This is an optimization exercise on Yosys and OpenROAD, whose aim is a short achievable clock period and few clock cycles, not a production implementation.
In this exercise RTL edits were held to simulation tests only and were not proved equivalent to the original.
Power and IR drop assume default switching activity.

==> design/flow/design.v <==
module ALU(A, B, Sh, SelAdd, Sub, SelLog, LogOp, SelSlt, SltSigned, SelSh, ShOp, SelPass, Out);
	input  [31:0] A, B;
	input  [4:0] Sh;
	input  SelAdd, Sub, SelLog, SelSlt, SltSigned, SelSh, SelPass;
	input  [1:0] LogOp, ShOp;
	output [31:0] Out;
	wire [31:0] sum = Sub ? (A - B) : (A + B);
	wire ltu = (A < B);
	wire lt = (SltSigned && (A[31] ^ B[31])) ? A[31] : ltu;
	reg [31:0] lg;
	always @(*)
		case (LogOp)
			2'd0: lg = A & B;
			2'd1: lg = A | B;
			2'd2: lg = A ^ B;
			default: lg = ~(A | B);
		endcase
	wire fill = ShOp[0] && B[31];
	wire [31:0] sh = ShOp[1] ? (((B ^ {32{fill}}) >> Sh) ^ {32{fill}}) : (B << Sh);
	assign Out = ({32{SelAdd}} & sum) | ({32{SelLog}} & lg) | {31'd0, SelSlt & lt} |
	             ({32{SelSh}} & sh) | ({32{SelPass}} & B);
endmodule
module PAdd #(parameter W = 32, parameter L = 6) (a, b, ci, s, co);   
	input  [W-1:0] a, b;
	input  ci;
	output [W-1:0] s;
	output co;
	wire [W:0] g [0:L];
	wire [W:0] p [0:L];
	assign g[0] = {a & b, ci};
	assign p[0] = {a ^ b, 1'b0};
	genvar k, i;
	generate
		for (k = 0; k < L; k = k + 1) begin : lvl
			for (i = 0; i <= W; i = i + 1) begin : bt
				if (i >= (1 << k)) begin : m
					assign g[k+1][i] = g[k][i] | (p[k][i] & g[k][i-(1<<k)]);
					assign p[k+1][i] = p[k][i] & p[k][i-(1<<k)];
				end else begin : pass
					assign g[k+1][i] = g[k][i];
					assign p[k+1][i] = p[k][i];
				end
			end
		end
	endgenerate
	assign s = p[0][W:1] ^ g[L][W-1:0];
	assign co = g[L][W];
endmodule
module Control(Instr, IsBr, BrEq, BrNe, BrLtz, BrLez, BrGtz, IsJ, IsJr, IsLink,
	IsLoad, IsStore, RegWr, WrReg, UseImm, Imm, Shamt,
	SelAdd, Sub, SelLog, LogOp, SelSlt, SltSigned, SelSh, ShOp, SelPass);
	input  [31:0] Instr;
	output IsBr, BrEq, BrNe, BrLtz, BrLez, BrGtz, IsJ, IsJr, IsLink;
	output IsLoad, IsStore, RegWr;
	output [4:0] WrReg;
	output UseImm;
	output [31:0] Imm;
	output [4:0] Shamt;
	output SelAdd, Sub, SelLog, SelSlt, SltSigned, SelSh, SelPass;
	output [1:0] LogOp;    
	output [1:0] ShOp;     
	wire [5:0] op = Instr[31:26];
	wire [5:0] fn = Instr[5:0];
	wire [4:0] rt = Instr[20:16];
	wire [4:0] rd = Instr[15:11];
	wire rtype = (op == 6'h00);
	wire r_sh  = rtype && (fn[5:2] == 4'b0000);           
	wire r_jr  = rtype && (fn[5:1] == 5'b00100);          
	wire r_add = rtype && (fn[5:1] == 5'b10000);          
	wire r_sub = rtype && (fn[5:1] == 5'b10001);          
	wire r_log = rtype && (fn[5:2] == 4'b1001);           
	wire r_slt = rtype && (fn == 6'h2a);
	wire i_add = (op[5:1] == 5'b00100);                   
	wire i_slt = (op == 6'h0a);
	wire i_sltu = (op == 6'h0b);
	wire i_and = (op == 6'h0c);
	wire i_lui = (op == 6'h0f);
	wire jal   = (op == 6'h03);
	assign IsBr  = (op == 6'h01) || (op[5:2] == 4'b0001);
	assign BrEq  = (op == 6'h04);
	assign BrNe  = (op == 6'h05);
	assign BrLtz = (op == 6'h01);
	assign BrLez = (op == 6'h06);
	assign BrGtz = (op == 6'h07);
	assign IsJ   = (op[5:1] == 5'b00001);
	assign IsJr  = r_jr;
	assign IsLink = jal || (r_jr && fn[0]);
	assign IsLoad  = (op == 6'h23);
	assign IsStore = (op == 6'h2b);
	wire wr_rd = r_sh || r_add || r_sub || r_log || r_slt || (r_jr && fn[0]);
	wire wr_rt = i_add || i_slt || i_sltu || i_and || i_lui || IsLoad;
	assign WrReg = jal ? 5'd31 : wr_rd ? rd : rt;
	assign RegWr = (jal || wr_rd || wr_rt) && (WrReg != 5'd0);
	assign UseImm = i_add || i_slt || i_sltu || i_and || i_lui;
	assign Imm = i_lui ? {Instr[15:0], 16'd0} :
	             i_and ? {16'd0, Instr[15:0]} : {{16{Instr[15]}}, Instr[15:0]};
	assign Shamt = Instr[10:6];
	assign SelAdd = r_add || r_sub || i_add;
	assign Sub    = r_sub || r_slt || i_slt || i_sltu;
	assign SelLog = r_log || i_and;
	assign LogOp  = i_and ? 2'd0 : fn[1:0];
	assign SelSlt = r_slt || i_slt || i_sltu;
	assign SltSigned = !i_sltu;
	assign SelSh  = r_sh;
	assign ShOp   = fn[1:0];
	assign SelPass = i_lui || IsLink;
endmodule
module RegFile (reset, clk, addr1, data1, addr2, data2, wr, addr3, data3);
input reset, clk;
input wr;
input [4:0] addr1, addr2, addr3;
output [31:0] data1, data2;
input [31:0] data3;
reg [31:0] RF_DATA [31:1];
integer i;
assign data1 = (addr1 == 5'b0) ? 32'b0 : RF_DATA[addr1];
assign data2 = (addr2 == 5'b0) ? 32'b0 : RF_DATA[addr2];
always @(posedge reset or posedge clk) begin
	if (reset) begin
		for (i = 1; i < 32; i = i + 1) RF_DATA[i] <= 32'b0;
	end
	else begin
		if (wr && addr3 != 5'b0) RF_DATA[addr3] <= data3;
	end
end
endmodule
module CPU(reset, clk, imem_addr, imem_data, dmem_addr, dmem_wdata, dmem_we, dmem_re, dmem_rdata);
input reset, clk;
output [31:0] imem_addr;
input [31:0] imem_data;
output [31:0] dmem_addr;
output [31:0] dmem_wdata;
output dmem_we, dmem_re;
input [31:0] dmem_rdata;
localparam BI = 6;                
localparam BT = 4;                
localparam BN = 1 << BI;
reg [31:0] PC;
reg        IFID_valid;
reg [31:0] IFID_instr, IFID_pc4, IFID_ptgt;
reg [31:0] IFID_rsraw, IFID_rtraw;
reg [BI+BT+1:2] IFID_pcb;
reg        IFID_hit, IFID_ptaken;
reg [1:0]  IFID_ctr;
reg        IDEX_valid;
reg [31:0] IDEX_A, IDEX_B, IDEX_pc4, IDEX_btgt, IDEX_ptgt;
reg [4:0]  IDEX_sh, IDEX_rd;
reg        IDEX_wr, IDEX_load, IDEX_isbr, IDEX_isjr, IDEX_jrchk;
reg        IDEX_beq, IDEX_bne, IDEX_bltz, IDEX_blez, IDEX_bgtz;
reg        IDEX_seladd, IDEX_sub, IDEX_sellog, IDEX_selslt, IDEX_sltsigned, IDEX_selsh, IDEX_selpass;
reg [1:0]  IDEX_logop, IDEX_shop;
reg [BI+BT+1:2] IDEX_pcb;
reg        IDEX_hit, IDEX_ptaken;
reg [1:0]  IDEX_ctr;
reg [31:0] dmem_addr_r, dmem_wdata_r;
reg        dmem_we_r, dmem_re_r;
reg        WB_we, WB2_we, WB3_we;
reg [4:0]  WB_rd, WB2_rd, WB3_rd;
reg [31:0] WB_val, WB2_val, WB3_val;
reg [BN-1:0] btb_v;
reg [BT-1:0] btb_tag [0:BN-1];
reg [31:0]   btb_tgt [0:BN-1];
reg [1:0]    btb_ctr [0:BN-1];
reg          btb_jr  [0:BN-1];
reg          U_we, U_jr;
reg [BI-1:0] U_idx;
reg [BT-1:0] U_tag;
reg [31:0]   U_tgt;
reg [1:0]    U_ctr;
reg [31:0] ras0, ras1, ras2, ras3;
wire stall, ex_redirect, id_redirect;
assign imem_addr = PC;
wire [31:0] pc4_if = PC + 32'd4;
wire [5:0] f_op = imem_data[31:26];
wire pd_j = (f_op[5:1] == 5'b00001);
wire pd_ret = (imem_data == 32'h03e00008);
wire pd_br = (f_op == 6'h01) || (f_op[5:2] == 4'b0001);
wire pd_jr = (f_op == 6'h00) && (imem_data[5:1] == 5'b00100);
wire [31:0] pd_jtgt = {pc4_if[31:28], imem_data[25:0], 2'b00};
wire [BI-1:0] f_idx = PC[BI+1:2];
wire f_hit = btb_v[f_idx] && (btb_tag[f_idx] == PC[BI+BT+1:BI+2]);
wire [1:0] f_ctr = btb_ctr[f_idx];
wire [31:0] f_btgt = btb_tgt[f_idx];
wire f_btb_taken = f_hit && (btb_jr[f_idx] ? (pd_jr && !pd_ret) : (pd_br && f_ctr[1]));
wire f_ptaken = pd_j || pd_ret || f_btb_taken;
wire [31:0] f_ptgt = pd_j ? pd_jtgt : pd_ret ? ras0 : f_btgt;
wire [31:0] rf_rs, rf_rt;
RegFile regfile(.reset(reset), .clk(clk), .addr1(imem_data[25:21]), .data1(rf_rs), .addr2(imem_data[20:16]), .data2(rf_rt),
	.wr(WB_we), .addr3(WB_rd), .data3(WB_val));
wire d_isbr, d_beq, d_bne, d_bltz, d_blez, d_bgtz, d_isj, d_isjr, d_link;
wire d_load, d_store, d_wr, d_useimm;
wire [4:0] d_wrreg, d_shamt;
wire [31:0] d_imm;
wire d_seladd, d_sub, d_sellog, d_selslt, d_sltsigned, d_selsh, d_selpass;
wire [1:0] d_logop, d_shop;
Control control(.Instr(IFID_instr), .IsBr(d_isbr), .BrEq(d_beq), .BrNe(d_bne), .BrLtz(d_bltz),
	.BrLez(d_blez), .BrGtz(d_bgtz), .IsJ(d_isj), .IsJr(d_isjr), .IsLink(d_link),
	.IsLoad(d_load), .IsStore(d_store), .RegWr(d_wr), .WrReg(d_wrreg), .UseImm(d_useimm),
	.Imm(d_imm), .Shamt(d_shamt), .SelAdd(d_seladd), .Sub(d_sub), .SelLog(d_sellog),
	.LogOp(d_logop), .SelSlt(d_selslt), .SltSigned(d_sltsigned), .SelSh(d_selsh),
	.ShOp(d_shop), .SelPass(d_selpass));
wire [4:0] rs = IFID_instr[25:21];
wire [4:0] rt = IFID_instr[20:16];
wire [31:0] alu_out;
wire [31:0] ex_result = IDEX_load ? dmem_rdata : alu_out;
wire ex_w = IDEX_valid && IDEX_wr;
reg sx_rs, sx_rt, s1_rs, s1_rt, s2_rs, s2_rt, s3_rs, s3_rt;
wire hit_ex_rs = IDEX_valid && sx_rs;
wire hit_ex_rt = IDEX_valid && sx_rt;
wire [31:0] old_rs = s1_rs ? WB_val : s2_rs ? WB2_val : s3_rs ? WB3_val : IFID_rsraw;
wire [31:0] old_rt = s1_rt ? WB_val : s2_rt ? WB2_val : s3_rt ? WB3_val : IFID_rtraw;
wire [31:0] fwd_rs = hit_ex_rs ? ex_result : old_rs;
wire [31:0] fwd_rt = hit_ex_rt ? ex_result : old_rt;
assign stall = IFID_valid && (d_load || d_store) && hit_ex_rs;
wire [31:0] d_btgt = IFID_pc4 + {d_imm[29:0], 2'b00};
wire static_bt = d_isbr && !IFID_hit && (IFID_instr[15] || (d_beq && rs == rt));
wire jr_id = d_isjr && !IFID_ptaken;
assign id_redirect = IFID_valid && !stall && (static_bt || jr_id);
ALU alu(.A(IDEX_A), .B(IDEX_B), .Sh(IDEX_sh), .SelAdd(IDEX_seladd), .Sub(IDEX_sub),
	.SelLog(IDEX_sellog), .LogOp(IDEX_logop), .SelSlt(IDEX_selslt), .SltSigned(IDEX_sltsigned),
	.SelSh(IDEX_selsh), .ShOp(IDEX_shop), .SelPass(IDEX_selpass), .Out(alu_out));
wire eq = (IDEX_A == IDEX_B);
wire taken = (IDEX_beq && eq) || (IDEX_bne && !eq) || (IDEX_bltz && IDEX_A[31]) ||
             (IDEX_blez && (IDEX_A[31] || eq)) || (IDEX_bgtz && !IDEX_A[31] && !eq);
wire tgt_ok = (IDEX_ptgt == IDEX_btgt);
wire mis_br = taken ? !(IDEX_ptaken && tgt_ok) : IDEX_ptaken;
wire mis_jr = IDEX_ptgt != IDEX_A;
assign ex_redirect = IDEX_valid && ((IDEX_isbr && mis_br) || (IDEX_jrchk && mis_jr));
wire [31:0] ex_target = IDEX_isjr ? IDEX_A : taken ? IDEX_btgt : IDEX_pc4;
assign dmem_addr = dmem_addr_r;
assign dmem_wdata = dmem_wdata_r;
assign dmem_we = dmem_we_r;
assign dmem_re = dmem_re_r;
always @(posedge clk or posedge reset)
	if (reset)
		PC <= 32'd0;
	else if (ex_redirect)
		PC <= ex_target;
	else if (id_redirect)
		PC <= jr_id ? fwd_rs : d_btgt;
	else if (!stall)
		PC <= f_ptaken ? f_ptgt : pc4_if;
always @(posedge clk or posedge reset)
	if (reset)
		IFID_valid <= 1'b0;
	else if (ex_redirect || id_redirect)
		IFID_valid <= 1'b0;
	else if (!stall)
		IFID_valid <= 1'b1;
wire [4:0] n_rs = stall ? rs : imem_data[25:21];
wire [4:0] n_rt = stall ? rt : imem_data[20:16];
always @(posedge clk) begin
	sx_rs <= d_wr && !stall && (d_wrreg == n_rs);
	sx_rt <= d_wr && !stall && (d_wrreg == n_rt);
	s1_rs <= ex_w && (IDEX_rd == n_rs);
	s1_rt <= ex_w && (IDEX_rd == n_rt);
	s2_rs <= WB_we && (WB_rd == n_rs);
	s2_rt <= WB_we && (WB_rd == n_rt);
	s3_rs <= stall && WB2_we && (WB2_rd == n_rs);
	s3_rt <= stall && WB2_we && (WB2_rd == n_rt);
	if (!stall) begin
		IFID_rsraw <= rf_rs;
		IFID_rtraw <= rf_rt;
		IFID_instr <= imem_data;
		IFID_pc4 <= pc4_if;
		IFID_ptgt <= f_ptgt;
		IFID_ptaken <= f_ptaken;
		IFID_pcb <= PC[BI+BT+1:2];
		IFID_hit <= f_hit;
		IFID_ctr <= f_ctr;
	end
end
wire id_go = IFID_valid && !stall && !ex_redirect;
always @(posedge clk or posedge reset)
	if (reset) begin
		IDEX_valid <= 1'b0;
		dmem_we_r <= 1'b0;
		dmem_re_r <= 1'b0;
	end else begin
		IDEX_valid <= id_go;
		dmem_we_r <= id_go && d_store;
		dmem_re_r <= id_go && d_load;
	end
always @(posedge clk) begin
	IDEX_A <= fwd_rs;
	IDEX_B <= d_useimm ? d_imm : d_link ? IFID_pc4 : fwd_rt;
	IDEX_pc4 <= IFID_pc4;
	IDEX_btgt <= d_btgt;
	IDEX_ptgt <= static_bt ? d_btgt : IFID_ptgt;
	IDEX_ptaken <= IFID_ptaken || static_bt;
	IDEX_jrchk <= d_isjr && IFID_ptaken;
	IDEX_hit <= IFID_hit;
	IDEX_ctr <= IFID_ctr;
	IDEX_pcb <= IFID_pcb;
	IDEX_sh <= d_shamt;
	IDEX_rd <= d_wrreg;
	IDEX_wr <= d_wr;
	IDEX_load <= d_load;
	IDEX_isbr <= d_isbr;
	IDEX_isjr <= d_isjr;
	IDEX_beq <= d_beq;
	IDEX_bne <= d_bne;
	IDEX_bltz <= d_bltz;
	IDEX_blez <= d_blez;
	IDEX_bgtz <= d_bgtz;
	IDEX_seladd <= d_seladd;
	IDEX_sub <= d_sub;
	IDEX_sellog <= d_sellog;
	IDEX_logop <= d_logop;
	IDEX_selslt <= d_selslt;
	IDEX_sltsigned <= d_sltsigned;
	IDEX_selsh <= d_selsh;
	IDEX_shop <= d_shop;
	IDEX_selpass <= d_selpass;
	dmem_addr_r <= old_rs + d_imm;
	dmem_wdata_r <= fwd_rt;
end
wire push = IFID_valid && d_link;
wire pop = IFID_valid && d_isjr && (rs == 5'd31) && !d_link;
always @(posedge clk)
	if (push) begin
		ras0 <= IFID_pc4; ras1 <= ras0; ras2 <= ras1; ras3 <= ras2;
	end else if (pop) begin
		ras0 <= ras1; ras1 <= ras2; ras2 <= ras3;
	end
always @(posedge clk or posedge reset)
	if (reset) begin
		WB_we <= 1'b0;
		WB2_we <= 1'b0;
		WB3_we <= 1'b0;
	end else begin
		WB_we <= ex_w;
		WB2_we <= WB_we;
		WB3_we <= WB2_we;
	end
always @(posedge clk) begin
	WB_rd <= IDEX_rd;
	WB_val <= ex_result;
	WB2_rd <= WB_rd;
	WB2_val <= WB_val;
	WB3_rd <= WB2_rd;
	WB3_val <= WB2_val;
end
wire [1:0] ctr_inc = (IDEX_ctr == 2'b11) ? 2'b11 : IDEX_ctr + 2'b01;
wire [1:0] ctr_dec = (IDEX_ctr == 2'b00) ? 2'b00 : IDEX_ctr - 2'b01;
wire ex_ret = IDEX_isjr && IDEX_jrchk && !IDEX_hit;    
always @(posedge clk or posedge reset)
	if (reset)
		U_we <= 1'b0;
	else
		U_we <= IDEX_valid && (IDEX_isbr ? (taken || IDEX_hit) : (IDEX_isjr && !ex_ret));
always @(posedge clk) begin
	U_jr <= !IDEX_isbr;
	U_idx <= IDEX_pcb[BI+1:2];
	U_tag <= IDEX_pcb[BI+BT+1:BI+2];
	U_tgt <= IDEX_isjr ? IDEX_A : IDEX_btgt;
	U_ctr <= taken ? (IDEX_hit ? ctr_inc : 2'b11) : ctr_dec;
end
always @(posedge clk or posedge reset)
	if (reset)
		btb_v <= {BN{1'b0}};
	else if (U_we)
		btb_v[U_idx] <= 1'b1;
always @(posedge clk)
	if (U_we) begin
		btb_tag[U_idx] <= U_tag;
		btb_tgt[U_idx] <= U_tgt;
		btb_ctr[U_idx] <= U_ctr;
		btb_jr[U_idx] <= U_jr;
	end
endmodule
==> design/flow/flow/run.sh <==
#!/bin/bash
# The standard layout (standard.sh, unchanged synthesis) with three changes to
# how it is made:
#  - the port buffers are plain buffers (buf_4) rather than the delay cells
#    buffer_ports picks on its own;
#  - the resizer may change a cell's footprint (MATCH_CELL_FOOTPRINT=0);
#  - timing repair aims at 6.5 ns of setup slack instead of config.mk's 5.
# The clock, constraints and everything else are the standard flow's.
set -euo pipefail
cd "$(dirname "$0")/.."
export BUFFER_PORTS_ARGS="-buffer_cell sky130_fd_sc_hd__buf_4"
bash standard.sh MATCH_CELL_FOOTPRINT=0 SETUP_SLACK_MARGIN=6.5 finish > standard_flow.log 2>&1
==> design/flow/standard.sh <==
#!/bin/bash
# synth_recipe.tcl (not shown) runs the flow's synth.tcl, then flattens the netlist and writes it again
# the make line also repeats each setting of config.mk as NAME=value (left out here)
make -C /OpenROAD-flow-scripts/flow DESIGN_CONFIG=/design/flow/config.mk WORK_HOME=/design/flow/orfs CLKGATE_MAP_FILE= SYNTH_SCRIPT=/design/flow/synth_recipe.tcl "${@:-finish}"
==> design/flow/config.mk <==
export PLATFORM = sky130hd
export DESIGN_NAME = CPU
export DESIGN_NICKNAME = CPU
export VERILOG_FILES = /design/flow/design.v
export SDC_FILE = /design/flow/constraint.sdc
export NUM_CORES = 4
export LEC_CHECK = 0
export CAP_MARGIN = 40
export CORE_MARGIN = 2
export CORE_UTILIZATION = 40
export SETUP_SLACK_MARGIN = 5
export SLEW_MARGIN = 30
==> design/flow/constraint.sdc <==
create_clock -name core_clock -period 9.5 [get_ports {clk}]
set_input_delay 1.9000 -clock core_clock [delete_from_list [all_inputs] [get_ports {clk}]]
set_output_delay 1.9000 -clock core_clock [all_outputs]
set_load 0.01 [all_outputs]
==> run summary, run 1 <==
status=finished clean; synthesized cell area=189100 um^2; Hold Crit Class=flop to flop; Async SR Flop Fraction=0.2535; TritonCTS clock tree=done; R2R Setup Slk=5180 ps; All-Layer GR Usage=0.3288; I/O Pins=164; Crit. End Element=flop; LEAKAGE=91.17 nW; crit share post-route=0.4548; share of layout cells above drive strength 1=0.4380; WHS=between 300 and 400 ps; fin. max-slew vios=0; #FFs+latches synth=around 4300; data arrival time of the critical path=5250 ps; initial antenna violation count=70; final WL=820800 um; CTS Buffer Depth=4; met2 wire len=346800 um; TritonCTS buffer count=442; post-synth top area cell=edfxtp_1; vias in the first global route=129464; Worst-path clk slew=60 ps; Worst-Margin Slew=1011 ps; worst rel slew slack=0.3187; Syn Area/Cell=15.28 um^2; endpoints failing setup=0; HPWL Detailed=459600 um; Cell Area, Placed=between 200000 and 250000 um^2; most frequent cell after synthesis=edfxtp_1; Starting Density=0.4014; clk root buf=clkbuf_16; FP Rows=252; Vert. Die Dim=roughly 690 um; Final ANT Viol Nets=0; wl on met1=290700 um; Final Hold Viols=0; Pwr per Cell Area=roughly 250 nW/um^2; Most used DFF post-synth=edfxtp_1; vias per std cell=6.700; Final min period=4321 ps; crit path kind=flop to flop; area added between synthesis and finish=29.08%; WL/cell=39.69 um; f_max=231.4 MHz; Top Layer Used=met5; Distinct cells, synth=94; synth top area cells=edfxtp_1 44%, dfrtp_1 14%, mux4_2 9.7%, mux2_2 7.0%, dfxtp_1 4.5%; FF/Latch Area=around 120000 um^2; multi-input logic area=73860 um^2; Placer Congestion=around 1.0; Die ar.=478300 um^2; CTS Sinks=4319; H-tree Lvls=5; CP required=10430 ps; core area=471100 um^2; Post-synth EDFFs=2798; unrepaired setup endpoints after global routing=yes; nets=14273; DRC viols=0; Worst VDD drop=0.2166 mV; worst-skew pair later-pin latency=approximately 1100 ps; WL met3=111000 um; largest net degree at the start of global routing=173; remaining global-route overflow=0; synthesized instance count=12375; CP max FO=10; top cell type's share of synthesized area=0.4443; vias=138544; Worst Skew=118.8 ps; WHS Path Cells=0; fin worst setup slack=between 5000 and 6000 ps; fill count=37950; worst reg2reg path depth=17; setup TNS=0 ps; Final Cell Area=244100 um^2; DRT iter0 DRCs=approximately 24000; sequential area share after synthesis=0.6343; Mapped Nets=12607; max cap viols=0; Final Util=0.5182; Placement Setup Slack=around 3400 ps; die width=691.6 um; hold buffers post-CTS=0; wire length of the first global-routing pass=between 1000000 and 1500000 um; Synth warnings=4; PortBufs=163; Critical Path Start Type=flop; Post-synth top cells=2798 x edfxtp_1, 1169 x mux2_2, 1095 x dfrtp_1; TritonRoute pass-1 iters=13
flip-flops by register name, summed over array words and instances, names as in the netlist, 64 cells and up:
register / cells
btb_ctr: 128
btb_tag: 256
regfile.RF_DATA: 992
btb_tgt: 2048
btb_v: 64
btb_jr: 64
per-layer routing:
metal / track usage / vias to the layer above
met5: 0.001500 / -
met1: 0.4196 / 71156
li1: - / 52549
met2: 0.4757 / 11445
met4: 0.2189 / 46
met3: 0.1110 / 3348
per-stage QoR:
step                instances  total power, W
finish                  20679         0.06146
global route            20644         0.06277
CTS                     20273         0.05988
detailed placement      18425         0.03844
global placement        18300         0.03818
floorplan               12375         0.03230
kinds of logic after synthesis:
kind of cell    share of synthesized area
compound gates                    0.09172
xor+xnor                          0.01010
buf+inv                           0.02524
simple gates                      0.04710
fa+ha+maj                         0.01114
mux                                0.1804
flops                              0.6343
layout make-up:
cell class,count,share of cell area
Inverter,220,0.003634
Clock inverter,224,0.009539
Multi-Input combinational cell,6929,0.3026
Tap cell,6223,0.03190
Sequential cell,4319,0.4934
Timing Repair inverter,2,0.0001333
Antenna cell,45,0.0004613
Clock buffer,590,0.05038
Timing Repair Buffer,2127,0.1080
critical path, stage by stage, from the launching register on:
cell and delay, ps:
edfxtp_1 450, buf_4 220, nand2_1 240, nor2_4 50
clkbuf_8 210, nor2_1 430, ha_1 320, and4_1 270
and3_1 250, nand3_4 120, a41oi_4 310, o21ai_4 100
a21oi_4 220, buf_4 160, nand2b_1 80, a311oi_4 450
a32oi_1 170, o211ai_1 110
final timing paths:
check                                    startpoint                                 end
min in group asynchronous                     reset  regfile.RF_DATA[1][14]$_DFFE_PP0P_
setup / recovery           IFID_instr[26]$_DFFE_PN_                  PC[28]$_DFFE_PP0P_
setup reg to reg           IFID_instr[26]$_DFFE_PN_                  PC[28]$_DFFE_PP0P_
hold reg to reg                 IDEX_pcb[5]$_DFF_P_                    U_idx[3]$_DFF_P_
hold / removal                  IDEX_pcb[5]$_DFF_P_                    U_idx[3]$_DFF_P_
max in group asynchronous                     reset  regfile.RF_DATA[13][6]$_DFFE_PP0P_
power by group:
part	internal (W)	total, W	leakage (nW)	switching, W
Combinational	0.00857	0.0192	39.7	0.0106
Sequential	0.0226	0.0244	44.3	0.00181
Clock	0.00998	0.0178	7.16	0.00784
cell usage in the layout (no fill, tap or decap), types with 86 or more instances in the layout:
cell / Yosys / final
a21oi_2: 0 / 90
nand3_1: 173 / 143
ha_1: 162 / 90
dfxtp_1: 426 / 245
xnor2_1: 131 / 104
nor2_4: 0 / 180
inv_1: 215 / 186
dfxtp_2: 0 / 101
clkbuf_1: 594 / 89
clkbuf_16: 0 / 578
a21oi_1: 470 / 337
a221oi_1: 270 / 116
buf_12: 4 / 267
edfxtp_1: 2798 / 2798
mux2_2: 1169 / 1103
buf_6: 15 / 514
a22oi_1: 404 / 369
nand4_1: 159 / 159
buf_4: 57 / 999
mux4_2: 816 / 816
nor2_1: 588 / 374
dfrtp_1: 1095 / 1067
a22o_1: 242 / 241
o211ai_1: 96 / 96
mux2i_1: 257 / 214
o21ai_0: 292 / 206
clkinv_2: 0 / 86
buf_16: 0 / 116
a221oi_2: 1 / 144
nand2_1: 443 / 381
what timing repair did:
action,CTS,global route
resized for setup,2489,646
pin swaps,605,503
cloned,147,21
setup endpoints to repair,2153,1165
buffers inserted,887,327
Testbench counts, summed over its fixed seeds: cycles 22,391.
==> run 2: changes to the inputs <==
--- a/design/flow/design.v
+++ b/design/flow/design.v
@@ -1,12 +1,14 @@
-module ALU(A, B, Sh, SelAdd, Sub, SelLog, LogOp, SelSlt, SltSigned, SelSh, ShOp, SelPass, Out);
+module ALU(A, B, Bx, Sh, SelAdd, Sub, SelLog, LogOp, SelSlt, SltSigned, SelSh, ShOp, SelPass, Out);
 	input  [31:0] A, B;
+	input  [31:0] Bx;      
 	input  [4:0] Sh;
 	input  SelAdd, Sub, SelLog, SelSlt, SltSigned, SelSh, SelPass;
 	input  [1:0] LogOp, ShOp;
 	output [31:0] Out;
-	wire [31:0] sum = Sub ? (A - B) : (A + B);
-	wire ltu = (A < B);
-	wire lt = (SltSigned && (A[31] ^ B[31])) ? A[31] : ltu;
+	wire [31:0] sum;
+	wire co;
+	PAdd #(32, 6) add(.a(A), .b(Bx), .ci(Sub), .s(sum), .co(co));
+	wire lt = (A[31] ^ B[31]) ? (SltSigned ? A[31] : B[31]) : (A < B);
 	reg [31:0] lg;
 	always @(*)
 		case (LogOp)
@@ -132,10 +134,11 @@
 output [31:0] dmem_wdata;
 output dmem_we, dmem_re;
 input [31:0] dmem_rdata;
-localparam BI = 6;                
-localparam BT = 4;                
+localparam BI = 4;                
+localparam BT = 3;                
 localparam BN = 1 << BI;
-reg [31:0] PC;
+reg [31:0] PCn;                   
+reg [31:0] pc_i;                  
 reg        IFID_valid;
 reg [31:0] IFID_instr, IFID_pc4, IFID_ptgt;
 reg [31:0] IFID_rsraw, IFID_rtraw;
@@ -143,7 +146,7 @@
 reg        IFID_hit, IFID_ptaken;
 reg [1:0]  IFID_ctr;
 reg        IDEX_valid;
-reg [31:0] IDEX_A, IDEX_B, IDEX_pc4, IDEX_btgt, IDEX_ptgt;
+reg [31:0] IDEX_A, IDEX_B, IDEX_Bx, IDEX_pc4, IDEX_btgt, IDEX_ptgt;
 reg [4:0]  IDEX_sh, IDEX_rd;
 reg        IDEX_wr, IDEX_load, IDEX_isbr, IDEX_isjr, IDEX_jrchk;
 reg        IDEX_beq, IDEX_bne, IDEX_bltz, IDEX_blez, IDEX_bgtz;
@@ -159,29 +162,33 @@
 reg [31:0] WB_val, WB2_val, WB3_val;
 reg [BN-1:0] btb_v;
 reg [BT-1:0] btb_tag [0:BN-1];
-reg [31:0]   btb_tgt [0:BN-1];
+reg [15:0]   btb_tgt [0:BN-1];
 reg [1:0]    btb_ctr [0:BN-1];
 reg          btb_jr  [0:BN-1];
 reg          U_we, U_jr;
 reg [BI-1:0] U_idx;
 reg [BT-1:0] U_tag;
-reg [31:0]   U_tgt;
+reg [15:0]   U_tgt;
 reg [1:0]    U_ctr;
 reg [31:0] ras0, ras1, ras2, ras3;
 wire stall, ex_redirect, id_redirect;
-assign imem_addr = PC;
-wire [31:0] pc4_if = PC + 32'd4;
+assign imem_addr = ~PCn;
+wire [31:0] pc4_if = pc_i + 32'd4;
 wire [5:0] f_op = imem_data[31:26];
 wire pd_j = (f_op[5:1] == 5'b00001);
 wire pd_ret = (imem_data == 32'h03e00008);
 wire pd_br = (f_op == 6'h01) || (f_op[5:2] == 4'b0001);
 wire pd_jr = (f_op == 6'h00) && (imem_data[5:1] == 5'b00100);
 wire [31:0] pd_jtgt = {pc4_if[31:28], imem_data[25:0], 2'b00};
-wire [BI-1:0] f_idx = PC[BI+1:2];
-wire f_hit = btb_v[f_idx] && (btb_tag[f_idx] == PC[BI+BT+1:BI+2]);
-wire [1:0] f_ctr = btb_ctr[f_idx];
-wire [31:0] f_btgt = btb_tgt[f_idx];
-wire f_btb_taken = f_hit && (btb_jr[f_idx] ? (pd_jr && !pd_ret) : (pd_br && f_ctr[1]));
+wire [BI-1:0] s_idx = pc4_if[BI+1:2];
+wire s_hit = btb_v[s_idx] && (btb_tag[s_idx] == pc4_if[BI+BT+1:BI+2]);
+reg P_ok, P_hit, P_jr;
+reg [1:0] P_ctr;
+reg [15:0] P_tgt;
+wire f_hit = P_ok && P_hit;
+wire [1:0] f_ctr = P_ctr;
+wire [31:0] f_btgt = {pc_i[31:18], P_tgt, 2'b00};
+wire f_btb_taken = f_hit && (P_jr ? (pd_jr && !pd_ret) : (pd_br && f_ctr[1]));
 wire f_ptaken = pd_j || pd_ret || f_btb_taken;
 wire [31:0] f_ptgt = pd_j ? pd_jtgt : pd_ret ? ras0 : f_btgt;
 wire [31:0] rf_rs, rf_rt;
@@ -200,23 +207,34 @@
 	.LogOp(d_logop), .SelSlt(d_selslt), .SltSigned(d_sltsigned), .SelSh(d_selsh),
 	.ShOp(d_shop), .SelPass(d_selpass));
 wire [4:0] rs = IFID_instr[25:21];
+wire [31:0] d_simm = {{16{IFID_instr[15]}}, IFID_instr[15:0]};
 wire [4:0] rt = IFID_instr[20:16];
 wire [31:0] alu_out;
 wire [31:0] ex_result = IDEX_load ? dmem_rdata : alu_out;
 wire ex_w = IDEX_valid && IDEX_wr;
-reg sx_rs, sx_rt, s1_rs, s1_rt, s2_rs, s2_rt, s3_rs, s3_rt;
-wire hit_ex_rs = IDEX_valid && sx_rs;
-wire hit_ex_rt = IDEX_valid && sx_rt;
+reg hxa_rs, hxa_rt, hxl_rs, hxl_rt, s1_rs, s1_rt, s2_rs, s2_rt, s3_rs, s3_rt;
+wire hit_ex_rs = hxa_rs || hxl_rs;
 wire [31:0] old_rs = s1_rs ? WB_val : s2_rs ? WB2_val : s3_rs ? WB3_val : IFID_rsraw;
 wire [31:0] old_rt = s1_rt ? WB_val : s2_rt ? WB2_val : s3_rt ? WB3_val : IFID_rtraw;
-wire [31:0] fwd_rs = hit_ex_rs ? ex_result : old_rs;
-wire [31:0] fwd_rt = hit_ex_rt ? ex_result : old_rt;
+wire [31:0] fwd_rs = hxa_rs ? alu_out : hxl_rs ? dmem_rdata : old_rs;
+wire [31:0] fwd_rt = hxa_rt ? alu_out : hxl_rt ? dmem_rdata : old_rt;
+wire b_reg = !d_useimm && !d_link;
+wire [31:0] b_next = (b_reg && hxa_rt) ? alu_out : (b_reg && hxl_rt) ? dmem_rdata :
+                     d_useimm ? d_imm : d_link ? IFID_pc4 : old_rt;
+wire [31:0] ag0, ag1, ag2, ag3;
+wire [3:0] agco;
+PAdd #(32, 6) agadd0(.a(IFID_rsraw), .b(d_simm), .ci(1'b0), .s(ag0), .co(agco[0]));
+PAdd #(32, 6) agadd1(.a(WB_val), .b(d_simm), .ci(1'b0), .s(ag1), .co(agco[1]));
+PAdd #(32, 6) agadd2(.a(WB2_val), .b(d_simm), .ci(1'b0), .s(ag2), .co(agco[2]));
+PAdd #(32, 6) agadd3(.a(WB3_val), .b(d_simm), .ci(1'b0), .s(ag3), .co(agco[3]));
 assign stall = IFID_valid && (d_load || d_store) && hit_ex_rs;
-wire [31:0] d_btgt = IFID_pc4 + {d_imm[29:0], 2'b00};
+wire [31:0] d_btgt;
+wire d_btco;
+PAdd #(32, 6) btadd(.a(IFID_pc4), .b({{14{IFID_instr[15]}}, IFID_instr[15:0], 2'b00}), .ci(1'b0), .s(d_btgt), .co(d_btco));
 wire static_bt = d_isbr && !IFID_hit && (IFID_instr[15] || (d_beq && rs == rt));
 wire jr_id = d_isjr && !IFID_ptaken;
 assign id_redirect = IFID_valid && !stall && (static_bt || jr_id);
-ALU alu(.A(IDEX_A), .B(IDEX_B), .Sh(IDEX_sh), .SelAdd(IDEX_seladd), .Sub(IDEX_sub),
+ALU alu(.A(IDEX_A), .B(IDEX_B), .Bx(IDEX_Bx), .Sh(IDEX_sh), .SelAdd(IDEX_seladd), .Sub(IDEX_sub),
 	.SelLog(IDEX_sellog), .LogOp(IDEX_logop), .SelSlt(IDEX_selslt), .SltSigned(IDEX_sltsigned),
 	.SelSh(IDEX_selsh), .ShOp(IDEX_shop), .SelPass(IDEX_selpass), .Out(alu_out));
 wire eq = (IDEX_A == IDEX_B);
@@ -224,22 +242,44 @@
              (IDEX_blez && (IDEX_A[31] || eq)) || (IDEX_bgtz && !IDEX_A[31] && !eq);
 wire tgt_ok = (IDEX_ptgt == IDEX_btgt);
 wire mis_br = taken ? !(IDEX_ptaken && tgt_ok) : IDEX_ptaken;
-wire mis_jr = IDEX_ptgt != IDEX_A;
+wire jr_ok = (IDEX_ptgt == IDEX_A);
+wire mis_jr = !jr_ok;
 assign ex_redirect = IDEX_valid && ((IDEX_isbr && mis_br) || (IDEX_jrchk && mis_jr));
 wire [31:0] ex_target = IDEX_isjr ? IDEX_A : taken ? IDEX_btgt : IDEX_pc4;
 assign dmem_addr = dmem_addr_r;
 assign dmem_wdata = dmem_wdata_r;
 assign dmem_we = dmem_we_r;
 assign dmem_re = dmem_re_r;
+wire [31:0] normal_pc = id_redirect ? (jr_id ? fwd_rs : d_btgt) : stall ? pc_i :
+                        pd_j ? pd_jtgt : pd_ret ? ras0 : f_btb_taken ? f_btgt : pc4_if;
+wire br_ex = IDEX_valid && IDEX_isbr;
+wire br_ex_any = br_ex && (taken ? !(IDEX_ptaken && tgt_ok) : IDEX_ptaken);
+wire jr_ex = IDEX_valid && IDEX_jrchk;
+wire [31:0] pc_t = (IDEX_ptaken && tgt_ok) ? normal_pc : IDEX_btgt;
+wire [31:0] pc_n = IDEX_ptaken ? IDEX_pc4 : normal_pc;
+wire [31:0] next_pc = br_ex ? (taken ? pc_t : pc_n) : (jr_ex && !jr_ok) ? IDEX_A : normal_pc;
+wire pc_seq = !br_ex_any && !(jr_ex && !jr_ok) && !id_redirect && !stall && !pd_j && !pd_ret && !f_btb_taken;
+wire pc_hold = !br_ex_any && !(jr_ex && !jr_ok) && stall;
 always @(posedge clk or posedge reset)
 	if (reset)
-		PC <= 32'd0;
-	else if (ex_redirect)
-		PC <= ex_target;
-	else if (id_redirect)
-		PC <= jr_id ? fwd_rs : d_btgt;
-	else if (!stall)
-		PC <= f_ptaken ? f_ptgt : pc4_if;
+		P_ok <= 1'b0;
+	else
+		P_ok <= pc_seq || (pc_hold && P_ok);
+always @(posedge clk)
+	if (!pc_hold) begin
+		P_hit <= s_hit;
+		P_ctr <= btb_ctr[s_idx];
+		P_jr <= btb_jr[s_idx];
+		P_tgt <= btb_tgt[s_idx];
+	end
+always @(posedge clk or posedge reset)
+	if (reset) begin
+		pc_i <= 32'd0;
+		PCn <= 32'hffffffff;
+	end else begin
+		pc_i <= next_pc;
+		PCn <= ~next_pc;
+	end
 always @(posedge clk or posedge reset)
 	if (reset)
 		IFID_valid <= 1'b0;
@@ -247,11 +287,14 @@
 		IFID_valid <= 1'b0;
 	else if (!stall)
 		IFID_valid <= 1'b1;
+wire id_go = IFID_valid && !stall && !ex_redirect;
 wire [4:0] n_rs = stall ? rs : imem_data[25:21];
 wire [4:0] n_rt = stall ? rt : imem_data[20:16];
 always @(posedge clk) begin
-	sx_rs <= d_wr && !stall && (d_wrreg == n_rs);
-	sx_rt <= d_wr && !stall && (d_wrreg == n_rt);
+	hxa_rs <= IFID_valid && !stall && d_wr && !d_load && (d_wrreg == n_rs);
+	hxa_rt <= IFID_valid && !stall && d_wr && !d_load && (d_wrreg == n_rt);
+	hxl_rs <= IFID_valid && !stall && d_wr && d_load && (d_wrreg == n_rs);
+	hxl_rt <= IFID_valid && !stall && d_wr && d_load && (d_wrreg == n_rt);
 	s1_rs <= ex_w && (IDEX_rd == n_rs);
 	s1_rt <= ex_w && (IDEX_rd == n_rt);
 	s2_rs <= WB_we && (WB_rd == n_rs);
@@ -265,12 +308,11 @@
 		IFID_pc4 <= pc4_if;
 		IFID_ptgt <= f_ptgt;
 		IFID_ptaken <= f_ptaken;
-		IFID_pcb <= PC[BI+BT+1:2];
+		IFID_pcb <= pc_i[BI+BT+1:2];
 		IFID_hit <= f_hit;
 		IFID_ctr <= f_ctr;
 	end
 end
-wire id_go = IFID_valid && !stall && !ex_redirect;
 always @(posedge clk or posedge reset)
 	if (reset) begin
 		IDEX_valid <= 1'b0;
@@ -283,7 +325,8 @@
 	end
 always @(posedge clk) begin
 	IDEX_A <= fwd_rs;
-	IDEX_B <= d_useimm ? d_imm : d_link ? IFID_pc4 : fwd_rt;
+	IDEX_B <= b_next;
+	IDEX_Bx <= b_next ^ {32{d_sub}};
 	IDEX_pc4 <= IFID_pc4;
 	IDEX_btgt <= d_btgt;
 	IDEX_ptgt <= static_bt ? d_btgt : IFID_ptgt;
@@ -312,7 +355,7 @@
 	IDEX_selsh <= d_selsh;
 	IDEX_shop <= d_shop;
 	IDEX_selpass <= d_selpass;
-	dmem_addr_r <= old_rs + d_imm;
+	dmem_addr_r <= s1_rs ? ag1 : s2_rs ? ag2 : s3_rs ? ag3 : ag0;
 	dmem_wdata_r <= fwd_rt;
 end
 wire push = IFID_valid && d_link;
@@ -353,7 +396,7 @@
 	U_jr <= !IDEX_isbr;
 	U_idx <= IDEX_pcb[BI+1:2];
 	U_tag <= IDEX_pcb[BI+BT+1:BI+2];
-	U_tgt <= IDEX_isjr ? IDEX_A : IDEX_btgt;
+	U_tgt <= IDEX_isjr ? IDEX_A[17:2] : IDEX_btgt[17:2];
 	U_ctr <= taken ? (IDEX_hit ? ctr_inc : 2'b11) : ctr_dec;
 end
 always @(posedge clk or posedge reset)
==> run 2 against run 1 <==
Net effect: area after synthesis fell by 40%; clock power fell by 45%; still clean on timing, DRC and antenna; maximum frequency rose by 10%; final cell count decreased by 27%; design area is 37% lower; largest power group unchanged; largest cell class is now multi-input gates; critical path type is now primary input to flop; critical path depth fell by 1; worst setup slack improved by 400 ps.
==> run summary, run 2 <==
status=finished clean; remaining global-route overflow=0 (unchanged); final WL=603800 um (-26%); CP required=10330 ps (-100 ps); f_max=255.1 MHz (+10%); most frequent cell after synthesis=mux2_2; I/O Pins=164 (unchanged); Placer Congestion=1.024 (+0.43%); Hold Crit Class=flop to flop; Final Util=0.5439 (+0.02569); vias in the first global route=98275 (-24%); TritonRoute pass-1 iters=21 (+8); max reg flops=992 (-52%); largest net degree at the start of global routing=189 (+9.2%); worst-skew pair later-pin latency=1000 ps (-80 ps); multi-input logic area=62640 um^2 (-15%); TritonCTS buffer count=232 (-48%); Worst Skew=99.08 ps (-19.71 ps); wire length of the first global-routing pass=793300 um (-28%); Synth warnings=5 (+1); Critical Path Start Type=primary input; synthesized cell area=113300 um^2 (-40%); largest registers=regfile.RF_DATA: 992 flops, btb_tgt: 256 flops, btb_tag: 48 flops; WHS=344.7 ps (+17.49 ps); core area=282000 um^2 (-40%); area added between synthesis and finish=35.36%; Die ar.=287600 um^2 (-40%); CP max FO=5 (-5); DRT iter0 DRCs=22801 (-6.6%); Worst-path clk slew=70 ps (about the same); Most Frequent Cell on Critical Path=buf_6; Mapped Nets=10216 (-19%); Distinct cells, synth=107 (+14%); internal power=0.01946 W (-53%); HPWL Detailed=331200 um (-28%); CP max-delay cell=a221oi_4; endpoints failing setup=0 (unchanged); CP cell instances=buf_12 -> nor4_4 -> buf_6 -> nand4_1 -> buf_6 -> buf_6 -> buf_6 -> o31ai_4 -> buf_6 -> nor2_4 -> nor2_2 -> o31ai_2 -> a22o_1 -> a221oi_4 -> o41ai_2 -> o221a_2; Starting Density=0.4018 (about the same); FF/Latch Area=56270 um^2 (-53%); fin. max-slew vios=0 (unchanged); TritonCTS clock tree=done; Async SR Flop Fraction=0.4934 (+0.2398); PortBufs=163 (unchanged); #FFs+latches synth=2189 (-49%); die width=536.3 um (-22%); Final min period=3921 ps (-400.1 ps); nets=11441 (-20%); vias per std cell=7.119 (+6.3%); Worst VDD drop=0.2259 mV (+4.3%); crit share post-route=0.4127 (-0.04211); data arrival time of the critical path=4750 ps (-500 ps); initial antenna violation count=84 (+20%); Final Hold Viols=0 (unchanged); H-tree Lvls=4 (-1); Biggest register=regfile.RF_DATA; synthesized instance count=9858 (-20%); Final ANT Viol Nets=0 (unchanged); fill count=22633 (-40%); top cell type's share of synthesized area=0.2314 (-0.2129); switch share=0.3256 (-0.004410); crit path kind=primary input to flop; commonest non-fill, non-tap cells in the layout=1044 x dfrtp_1, 1034 x mux2_2, 775 x buf_4; clk root buf=clkbuf_16; vias=107496 (-22%); Clock Power Share=0.338 (+0.048); Syn Area/Cell=11.50 um^2 (-25%); DRC viols=0 (unchanged); WL/cell=39.99 um (+0.74%); CP max stage delay=370 ps (-80 ps); Post-synth top cells=1169 x mux2_2, 1048 x dfrtp_1, 671 x edfxtp_1; Crit. End Element=flop; Most used DFF post-synth=dfrtp_1; most common cell after layout, fill and taps aside=dfrtp_1; Post-synth EDFFs=671 (-76%); FP Rows=195 (-23%); CTS Sinks=2189 (-49%); worst rel slew slack=0.3144 (-0.004239); LEAKAGE=64.31 nW (-29%); unrepaired setup endpoints after global routing=yes; Worst-Margin Slew=1026 ps (+14.83 ps); All-Layer GR Usage=0.3930 (+0.06415); max cap viols=0 (unchanged); Pwr per Cell Area=188.1 nW/um^2 (-25%); combinational power share=0.242 (-0.071); synth top area cells=dfrtp_1 23%, edfxtp_1 18%, mux2_2 12%, dfxtp_1 7.7%, mux4_2 3.5%; CTS Buffer Depth=4 (unchanged); sequential area share after synthesis=0.4940 (-0.1403); Vert. Die Dim=536.3 um (-22%); share of layout cells above drive strength 1=0.4382 (about the same); switching power=0.009393 W (-54%); post-synth top area cell=dfrtp_1; sequential power share=0.421 (+0.023); Pwr Total=0.02885 W (-53%)
run 2: cell count changes in the layout (fill, tap and decap cells not counted), sizes merged, moves of 63 or more:
cell	before	now
a21oi	470	576
buf	1989	1600
clkbuf	727	407
clkinv	163	80
edfxtp	2798	671
ha	162	286
mux4	816	177
nand2	443	506
xnor2	131	207
run 2: stage by stage:
step | instance area (um^2) | setup TNS, ps | std cells | worst slack (ps)
final | 153400 | 0 | 15099 | 5579
after floorplan | 113400 | -7716080 | 9858 | -7271
after global placement | 119300 | 0 | 13315 | 3456
after global routing | 153300 | 0 | 15041 | 5578
after CTS | 145900 | 0 | 14665 | 5689
after detailed placement | 120100 | 0 | 13363 | 3386
run 2: path summary, 6_finish.rpt:
kind	startpoint	endpoint	slack, ps	depth (start not counted)
max	imem_data[17]	pc_i[28]$_DFF_PP0_	5580	16
min	IDEX_pcb[3]$_DFF_P_	U_idx[1]$_DFF_P_	340	0
max reg2reg	IFID_instr[1]$_DFFE_PN_	dmem_addr_r[30]$_DFF_P_	5720	15
min reg2reg	IDEX_pcb[3]$_DFF_P_	U_idx[1]$_DFF_P_	340	0
max in group asynchronous	reset	PCn[4]$_DFF_PP1_	6770	5
min in group asynchronous	reset	regfile.RF_DATA[13][31]$_DFFE_PP0P_	990	2
run 2: per-layer routing:
metal	part of all wire	track usage	up-vias	wire length (um)
li1	-	-	40223	-
met1	0.34	0.4703	52404	206900
met2	0.38	0.5230	10785	230500
met3	0.16	0.2053	4002	98850
met4	0.11	0.3012	82	65220
met5	0.0039	0.03764	-	2327
run 2: layout make-up:
cell class,count,share of cell area
Antenna cell,80,0.001305
Clock buffer,299,0.04203
Clock inverter,128,0.009551
Inverter,245,0.006452
Multi-Input combinational cell,6707,0.4083
Sequential cell,2189,0.3668
Tap cell,3743,0.03053
Timing Repair Buffer,1708,0.1350
run 2: logic make-up after synthesis:
family	share of synthesized area
AO/OA/AOI/OAI	0.1599
XOR/XNOR	0.02574
adder cells (fa/ha/maj)	0.03264
buffers and inverters	0.03366
flip-flops	0.4940
multiplexers	0.1743
AND/OR/NAND/NOR	0.07970
run 2: worst max-delay path: cells and delay by family:
kind / cells / cell delay (ps)
simple gates: 4 / 650
buf+inv: 6 / 900
compound gates: 6 / 1260
run 2: what timing repair did:
item | CTS | global route
setup buffers | 763 | 319
cloned | 112 | 27
endpoints found under the setup margin | 1073 | 1333
gates resized for setup | 2138 | 847
pin swaps | 564 | 492
hold buffers | 0 | 0
run 2: power by group through the flow:
| stage | clock network (W) | logic [W] | registers, W |
|---|---|---|---|
| floorplan | 0 | 0.00324 | 0.0115 |
| global placement | 0 | 0.00492 | 0.0123 |
| detailed placement | 0 | 0.00497 | 0.0123 |
| CTS | 0.00967 | 0.00620 | 0.0120 |
| global route | 0.0101 | 0.00716 | 0.0122 |
| finish | 0.00974 | 0.00698 | 0.0121 |
Testbench counts of run 2, summed over its fixed seeds: cycles 22,391.
==> run 3: changes to the inputs <==
--- a/design/flow/config.mk
+++ b/design/flow/config.mk
@@ -7,6 +7,7 @@
 export LEC_CHECK = 0
 export CAP_MARGIN = 40
 export CORE_MARGIN = 2
-export CORE_UTILIZATION = 40
+export CORE_UTILIZATION = 35
+export PLACE_DENSITY = 0.5
 export SETUP_SLACK_MARGIN = 5
 export SLEW_MARGIN = 30
==> run 3 against run 2 <==
Net effect: final cell count is 2.9% higher; register-to-register slack improved by 20 ps; sequential power barely moved; design area decreased by 0.49%; still clean; maximum frequency is 3.2% higher; synthesized cell count did not move; via count decreased by 4.0%; count of clock-buffer cells in the layout increased by 32; clock skew fell by 27 ps; sequential share of layout area up 0.18 points; worst hold slack got worse by 8.2 ps; utilization fell by 6.9 points.
==> run summary, run 3 <==
GRT met1 Usage=0.4426 (-0.02770); Final min period=3798 ps (-123.0 ps); PortBufs=163 (unchanged); Worst-Margin Slew=1000 ps (-26.08 ps); HPWL Detailed=347800 um (+5.0%); Hold Crit Class=flop to flop; CP max stage delay=530 ps (+160 ps); Most used DFF post-synth=dfrtp_1; unrepaired setup endpoints after global routing=yes; CTS Sinks=2189 (unchanged); DRC viols=0 (unchanged); remaining global-route overflow=0 (unchanged); status=finished clean; endpoints failing setup=0 (unchanged); CP max-delay cell=dfstp_2; setup TNS=0 ps (unchanged); core area=321700 um^2 (+14%); CP cell instances=inv_1 -> buf_4; combinational power share=0.239 (-0.003); Crit. End Element=output pin; wire length of the first global-routing pass=809900 um (+2.1%); worst rel slew slack=0.3333 (+0.01887); Final Hold Viols=0 (unchanged); Final ANT Viol Nets=0 (unchanged); largest registers=regfile.RF_DATA: 992 flops, btb_tgt: 256 flops, btb_tag: 48 flops; internal power=0.01956 W (+0.55%); TritonCTS buffer count=238 (+2.6%); #FFs+latches synth=2189 (unchanged); Post-synth top cells=1169 x mux2_2, 1048 x dfrtp_1, 671 x edfxtp_1; Placer Congestion=1.001 (-2.2%); fin. max-slew vios=0 (unchanged); CP max FO=1 (-4); Placement Setup Slack=3752 ps (+365.8 ps); Syn Area/Cell=11.50 um^2 (unchanged); Biggest register=regfile.RF_DATA; top cell type's share of synthesized area=0.2314 (unchanged); met3 Use GR=0.1385 (-0.06685); vias per std cell=6.643 (-6.7%); WL/cell=39.11 um (-2.2%); Final Util=0.4745 (-0.06934); H-tree Lvls=4 (unchanged); max cap viols=0 (unchanged); synthesized instance count=9858 (unchanged); worst-skew pair later-pin latency=990 ps (about the same); switching power=0.009403 W (+0.11%); crit share post-route=0.3998 (-0.01295); hold buffers post-CTS=0 (unchanged); CTS Buffer Depth=4 (unchanged); I/O Pins=164 (unchanged); share of layout cells above drive strength 1=0.4302 (-0.008032); CP delay by family, top=flip-flops; CP required=7600 ps (-2730 ps); synthesized cell area=113300 um^2 (unchanged); sequential area share after synthesis=0.4940 (unchanged); Die ar.=328300 um^2 (+14%); WHS=336.4 ps (-8.229 ps); final WL=607500 um (+0.61%); Worst-path clk slew=60 ps (about the same); CP Buf/Inv Count=2 (-4); post-synth top area cell=dfrtp_1; max reg flops=992 (unchanged); grt peak-use layer=met2; Pwr Total=0.02897 W (+0.41%); Distinct cells, synth=107 (unchanged); most frequent cell after synthesis=mux2_2; Pwr per Cell Area=189.8 nW/um^2 (+0.90%); crit path kind=flop to output pin; vias=103169 (-4.0%); initial antenna violation count=78 (-7.1%); fin worst setup slack=5702 ps (+123.0 ps); clk root buf=clkbuf_16; Critical Path Start Type=flop; Starting Density=0.3523 (-0.04949); Vert. Die Dim=573.0 um (+6.9%); DRT iter0 DRCs=17594 (-23%); largest net degree at the start of global routing=177 (-6.3%); nets=11334 (-0.94%); All-Layer GR Usage=0.3500 (-0.04297); M2 GR Usage=0.4891 (-0.03388); sequential power share=0.417 (-0.004); Mapped Nets=10216 (unchanged); commonest non-fill, non-tap cells in the layout=1043 x mux2_2, 1042 x dfrtp_1, 755 x buf_4; synth top area cells=dfrtp_1 23%, edfxtp_1 18%, mux2_2 12%, dfxtp_1 7.7%, mux4_2 3.5%; Worst Skew=72.09 ps (-26.99 ps); data arrival time of the critical path=1900 ps (-2850 ps); LEAKAGE=63.52 nW (-1.2%); fill count=28651 (+27%); most common cell after layout, fill and taps aside=mux2_2; TritonCTS clock tree=done; Worst VDD drop=0.2405 mV (+6.4%); FP Rows=208 (+6.7%); Async SR Flop Fraction=0.4934 (unchanged); vias in the first global route=96663 (-1.6%); TritonRoute pass-1 iters=12 (-43%); die width=573.0 um (+6.9%); Synth warnings=5 (unchanged); f_max=263.3 MHz (+3.2%); area added between synthesis and finish=34.70%; Post-synth EDFFs=671 (unchanged); switch share=0.3246 (-0.0009584); Clock Power Share=0.344 (+0.006)
-- run 3: cells by family after synthesis --
kind of cell,after synthesis,synth area share
XOR/XNOR,333,0.02574
flip-flops,2189,0.4940
buffers and inverters,970,0.03366
AO/OA/AOI/OAI,2555,0.1599
AND/OR/NAND/NOR,1914,0.07970
multiplexers,1605,0.1743
adder cells (fa/ha/maj),292,0.03264
-- run 3: layout make-up --
type	instances	area (um^2)	share of cell area
sequential	2189	56260	0.3685
clock inverter	115	1474	0.009656
tap	4305	5386	0.03529
multi-input combinational	6707	62580	0.4100
timing repair inverter	2	22.52	0.0001475
inverter	245	997.2	0.006533
clock buffer	331	6759	0.04428
timing repair buffer	1593	19060	0.1249
antenna	44	110.1	0.0007213
-- run 3: power groups by stage --
stage | logic (W) | registers (W) | clock network (W)
detailed placement | 0.00504 | 0.0123 | 0
global route | 0.00717 | 0.0121 | 0.0104
CTS | 0.00628 | 0.0120 | 0.0100
floorplan | 0.00324 | 0.0115 | 0
finish | 0.00692 | 0.0121 | 0.00997
global placement | 0.00499 | 0.0123 | 0
-- run 3: path summary, 6_finish.rpt --
| path | start | to | slack (ps) | cells past startpoint |
|---|---|---|---|---|
| worst max-delay path | PCn[25]$_DFF_PP1_ | imem_addr[25] | 5700 | 2 |
| worst min-delay path | IDEX_pcb[3]$_DFF_P_ | U_idx[1]$_DFF_P_ | 340 | 0 |
| worst max register to register | IDEX_A[23]$_DFF_P_ | pc_i[18]$_DFF_PP0_ | 5740 | 13 |
| worst min register to register | IDEX_pcb[3]$_DFF_P_ | U_idx[1]$_DFF_P_ | 340 | 0 |
| max in group asynchronous | reset | pc_i[3]$_DFF_PP0_ | 6700 | 5 |
| min in group asynchronous | reset | regfile.RF_DATA[14][29]$_DFFE_PP0P_ | 1130 | 3 |
-- run 3: stage by stage --
stage | instance area, um^2 | cells
final | 152600 | 15531
after global routing | 152600 | 15501
after CTS | 146100 | 15206
after detailed placement | 121000 | 13931
after global placement | 120100 | 13885
after floorplan | 113400 | 9858
-- run 3: repair_timing --
item	in CTS	in global routing
gates cloned	99	21
endpoints found under the setup margin	1034	739
gates resized for setup	2035	792
buffers inserted	730	250
pin swaps	556	492
-- run 3: routing by layer --
metal  wire [um]  vias to the layer above
li1            -                    39998
met1      226200                    51653
met2      242000                     8744
met3       84080                     2726
met4       53960                       48
met5        1267                        -
==> run 4: changes to the inputs <==
--- a/design/flow/config.mk
+++ b/design/flow/config.mk
@@ -7,7 +7,7 @@
 export LEC_CHECK = 0
 export CAP_MARGIN = 40
 export CORE_MARGIN = 2
-export CORE_UTILIZATION = 35
-export PLACE_DENSITY = 0.5
+export CORE_UTILIZATION = 30
+export PLACE_DENSITY = 0.45
 export SETUP_SLACK_MARGIN = 5
 export SLEW_MARGIN = 30
==> run 4 against run 3 <==
Net effect: area after synthesis is the same; sequential power hardly changed; via count down 1.4%; utilization shrank 6.3 points; worst setup slack lost 110 ps; power grew 4.1%; clock power increased by 11%; routed wire length increased by 2.1%; flip-flop and latch count unchanged; maximum frequency is 2.9% lower; critical path depth grew 12; non-clock buffer count up 20.
==> run summary, run 4 <==
sequential power share=0.401 (-0.016); R2R Setup Slk=5800 ps (+60 ps); Final Hold Viols=0 (unchanged); combinational power share=0.232 (-0.007); share of layout cells above drive strength 1=0.4328 (+0.002602); commonest non-fill, non-tap cells in the layout=1045 x dfrtp_1, 1041 x mux2_2, 763 x buf_4; Biggest register=regfile.RF_DATA; largest net degree at the start of global routing=153 (-14%); CP max-delay cell=nor4_4; unrepaired setup endpoints after global routing=yes; status=finished clean; data arrival time of the critical path=4720 ps (+2820 ps); vias per std cell=6.260 (-5.8%); die width=618.6 um (+8.0%); multi-input logic area=62470 um^2 (-0.18%); PortBufs=163 (unchanged); final WL=620500 um (+2.1%); most frequent cell after synthesis=mux2_2; Most Frequent Cell on Critical Path=buf_12; Final min period=3911 ps (+113.5 ps); TritonCTS clock tree=done; WHS Path Cells=0 (unchanged); Post-synth top cells=1169 x mux2_2, 1048 x dfrtp_1, 671 x edfxtp_1; CP Buf/Inv Count=4 (+2); largest registers=regfile.RF_DATA: 992 flops, btb_tgt: 256 flops, btb_tag: 48 flops; remaining global-route overflow=0 (unchanged); max reg flops=992 (unchanged); crit share post-route=0.4117 (+0.01195); H-tree Lvls=5 (+1); Placer Congestion=0.9651 (-3.6%); f_max=255.7 MHz (-2.9%); Critical Path Start Type=primary input; DRC viols=0 (unchanged); Async SR Flop Fraction=0.4934 (unchanged); vias in the first global route=97175 (+0.53%); endpoints failing setup=0 (unchanged); placed cells=14643 (+5.1%); I/O Pins=164 (unchanged); hold wc startpoint=IDEX_pcb[2]$_DFF_P_; worst rel slew slack=0.3249 (-0.008359); TritonRoute pass-1 iters=12 (unchanged); CP max stage delay=460 ps (-70 ps); Final Cell Area=154700 um^2 (+1.4%); synth top area cells=dfrtp_1 23%, edfxtp_1 18%, mux2_2 12%, dfxtp_1 7.7%, mux4_2 3.5%; LEAKAGE=64.15 nW (+0.99%); most common cell after layout, fill and taps aside=dfrtp_1; post-synth top area cell=dfrtp_1; HPWL Detailed=367700 um (+5.7%); CTS Buffer Depth=4 (unchanged); Vert. Die Dim=618.6 um (+8.0%); initial antenna violation count=60 (-23%); Worst VDD drop=0.1782 mV (-26%); FF/Latch Area=56260 um^2 (unchanged); area added between synthesis and finish=36.55%; internal power=0.02050 W (+4.8%); fin. max-slew vios=0 (unchanged); CP required=10310 ps (+2710 ps); wire length of the first global-routing pass=826700 um (+2.1%); CP max FO=4 (+3); Mapped Nets=10216 (unchanged); Distinct cells, synth=107 (unchanged); Starting Density=0.3015 (-0.05077); TritonCTS buffer count=262 (+10%); WL/cell=38.18 um (-2.4%); Crit. End Element=flop; nets=11372 (+0.34%); synthesized instance count=9858 (unchanged); synthesized cell area=113300 um^2 (unchanged); top cell type's share of synthesized area=0.2314 (unchanged); DRT iter0 DRCs=16765 (-4.7%); max cap viols=0 (unchanged); Hold EP=U_idx[0]$_DFF_P_; clk root buf=clkbuf_16; CP delay by family, top=simple AND/OR/NAND/NOR gates; worst reg2reg endpoint=pc_i[28]$_DFF_PP0_; vias=101722 (-1.4%); Worst-path clk slew=60 ps (about the same); FP Rows=225 (+8.2%); Final Util=0.4117 (-0.06282); switching power=0.009667 W (+2.8%); worst reg2reg path depth=11 (-2); Pwr Total=0.03017 W (+4.1%); Post-synth EDFFs=671 (unchanged); sequential area share after synthesis=0.4940 (unchanged); switch share=0.3204 (-0.004193); Syn Area/Cell=11.50 um^2 (unchanged); r2r startpoint=pc_i[5]$_DFF_PP0_; Worst-Margin Slew=1013 ps (+12.54 ps); #FFs+latches synth=2189 (unchanged); crit path kind=primary input to flop; fill count=35024 (+22%); Synth warnings=5 (unchanged); CP cell instances=buf_8 -> nor4_4 -> nand4_1 -> buf_4 -> o21bai_4 -> a21oi_4 -> buf_12 -> or4_4 -> a32oi_4 -> buf_12 -> o31ai_2 -> o21ai_1 -> o311ai_2 -> a31o_2; Non-Filler Instances=16250 (+4.6%); Most used DFF post-synth=dfrtp_1; core area=375800 um^2 (+17%); Final ANT Viol Nets=0 (unchanged); Cell Area, Placed=122100 um^2 (+0.92%); worst-skew pair later-pin latency=940 ps (-50 ps); Clock Power Share=0.367 (+0.023); WHS=333.8 ps (-2.613 ps); Die ar.=382700 um^2 (+17%); All-Layer GR Usage=0.3097 (-0.04027); CTS Sinks=2189 (unchanged); Hold Crit Class=flop to flop; Pwr per Cell Area=195.0 nW/um^2 (+2.7%); Worst Skew=55.60 ps (-16.49 ps)
-- run 4: layer usage --
metal	routed length, um	global-route usage	vias to the layer above
li1	-	-	40047
met1	239700	0.3938	51587
met2	253700	0.4433	7692
met3	73460	0.1034	2367
met4	53010	0.2094	29
met5	583	0.004167	-
-- run 4: worst reg2reg max path, cell delays in order (launching register included) --
cell	delay (ps)
dfrtp_1	840
nand4_1	420
nor4_1	430
buf_4	220
and2_1	170
nand4_1	300
nor2_1	180
o21ai_0	80
a22o_2	360
a221oi_4	290
o41ai_2	130
o221a_2	170
-- run 4: layout make-up --
class / instances / area share
Antenna cell: 28 / 0.0004528
Sequential cell: 2189 / 0.3636
Tap cell: 4994 / 0.04038
Inverter: 245 / 0.006364
Timing Repair Buffer: 1613 / 0.1255
Multi-Input combinational cell: 6703 / 0.4037
Clock buffer: 362 / 0.04933
Clock inverter: 116 / 0.01067
-- run 4: per-stage QoR --
step           worst slack, ps  TNS (ps)
6_report                  5589         0
5_1_grt                   5493         0
4_1_cts                   5707         0
3_5_place_dp              3685         0
3_3_place_gp              3566         0
2_1_floorplan            -7271  -7716080
-- run 4: worst max-delay path by stage --
stage / start / slack [ps] / endpoint / depth (start not counted)
2_1_floorplan: reset / -7270 / IDEX_valid$_DFF_PP0_ / 1
3_3_place_gp: imem_data[0] / 3570 / pc_i[2]$_DFF_PP0_ / 12
3_5_place_dp: imem_data[28] / 3690 / pc_i[21]$_DFF_PP0_ / 11
4_1_cts: imem_data[10] / 5710 / pc_i[31]$_DFF_PP0_ / 13
5_1_grt: imem_data[18] / 5490 / pc_i[31]$_DFF_PP0_ / 15
6_report: imem_data[0] / 5590 / pc_i[31]$_DFF_PP0_ / 14
-- run 4: power by group through the flow --
| stage | combinational (W) | sequential, W | clock (W) |
|---|---|---|---|
| after floorplan | 0.00324 | 0.0115 | 0 |
| after global placement | 0.00514 | 0.0123 | 0 |
| after detailed placement | 0.00517 | 0.0123 | 0 |
| after CTS | 0.00638 | 0.0120 | 0.0112 |
| after global routing | 0.00724 | 0.0121 | 0.0116 |
| final | 0.00699 | 0.0121 | 0.0111 |
-- run 4: repair_timing --
action	4_1_cts	5_1_grt
pin swaps	542	420
hold buffers	0	0
buffers inserted	753	239
endpoints found under the setup margin	1087	702
resized for setup	2066	766
cloned	82	21
-- run 4: logic make-up after synthesis --
| family | count (synthesis) | synth area share |
|---|---|---|
| AO/OA/AOI/OAI | 2555 | 0.1599 |
| flip-flops | 2189 | 0.4940 |
| AND/OR/NAND/NOR | 1914 | 0.07970 |
| multiplexers | 1605 | 0.1743 |
| buffers and inverters | 970 | 0.03366 |
| XOR/XNOR | 333 | 0.02574 |
| adder cells (fa/ha/maj) | 292 | 0.03264 |

==> separate check: timing with driven ports <==
No port has a modelled driver above. Below, the same layouts with a new extraction and two added sets of constraints.
Step 1 sets driving cells, clkbuf_16 on the clock port and buf_2 on the other inputs (assumed; they add their load-dependent delay and slew).
Step 2 adds t to the input delays and takes it off the output delays; t is the mean of the earliest and latest rising clock arrival at the registers after step 1. Input paths then give back, and output paths get back, about the clock's delay inside the block.
Three values: no drivers, after step 1, after step 2; two values: the first two.
| run | shift t [ns] | setup WS [ns] | hold slack, ns |
|---|---|---|---|
| run 1 | 1.145 | 5.179 / 5.179 / 4.291 | 0.327 / 0.327 / 0.327 |
| run 2 | 1.058 | 5.579 / 5.407 / 4.349 | 0.345 / 0.345 / 0.345 |
| run 3 | 1.077 | 5.702 / 5.583 / 4.603 | 0.336 / 0.336 / 0.336 |
| run 4 | 1.032 | 5.589 / 5.585 / 4.552 | 0.334 / 0.334 / 0.334 |
After both steps every run listed still meets setup and hold. For run 2, which loses most, drivers alone change the setup slack by -0.172 ns; drivers and shift together by -1.230 ns.
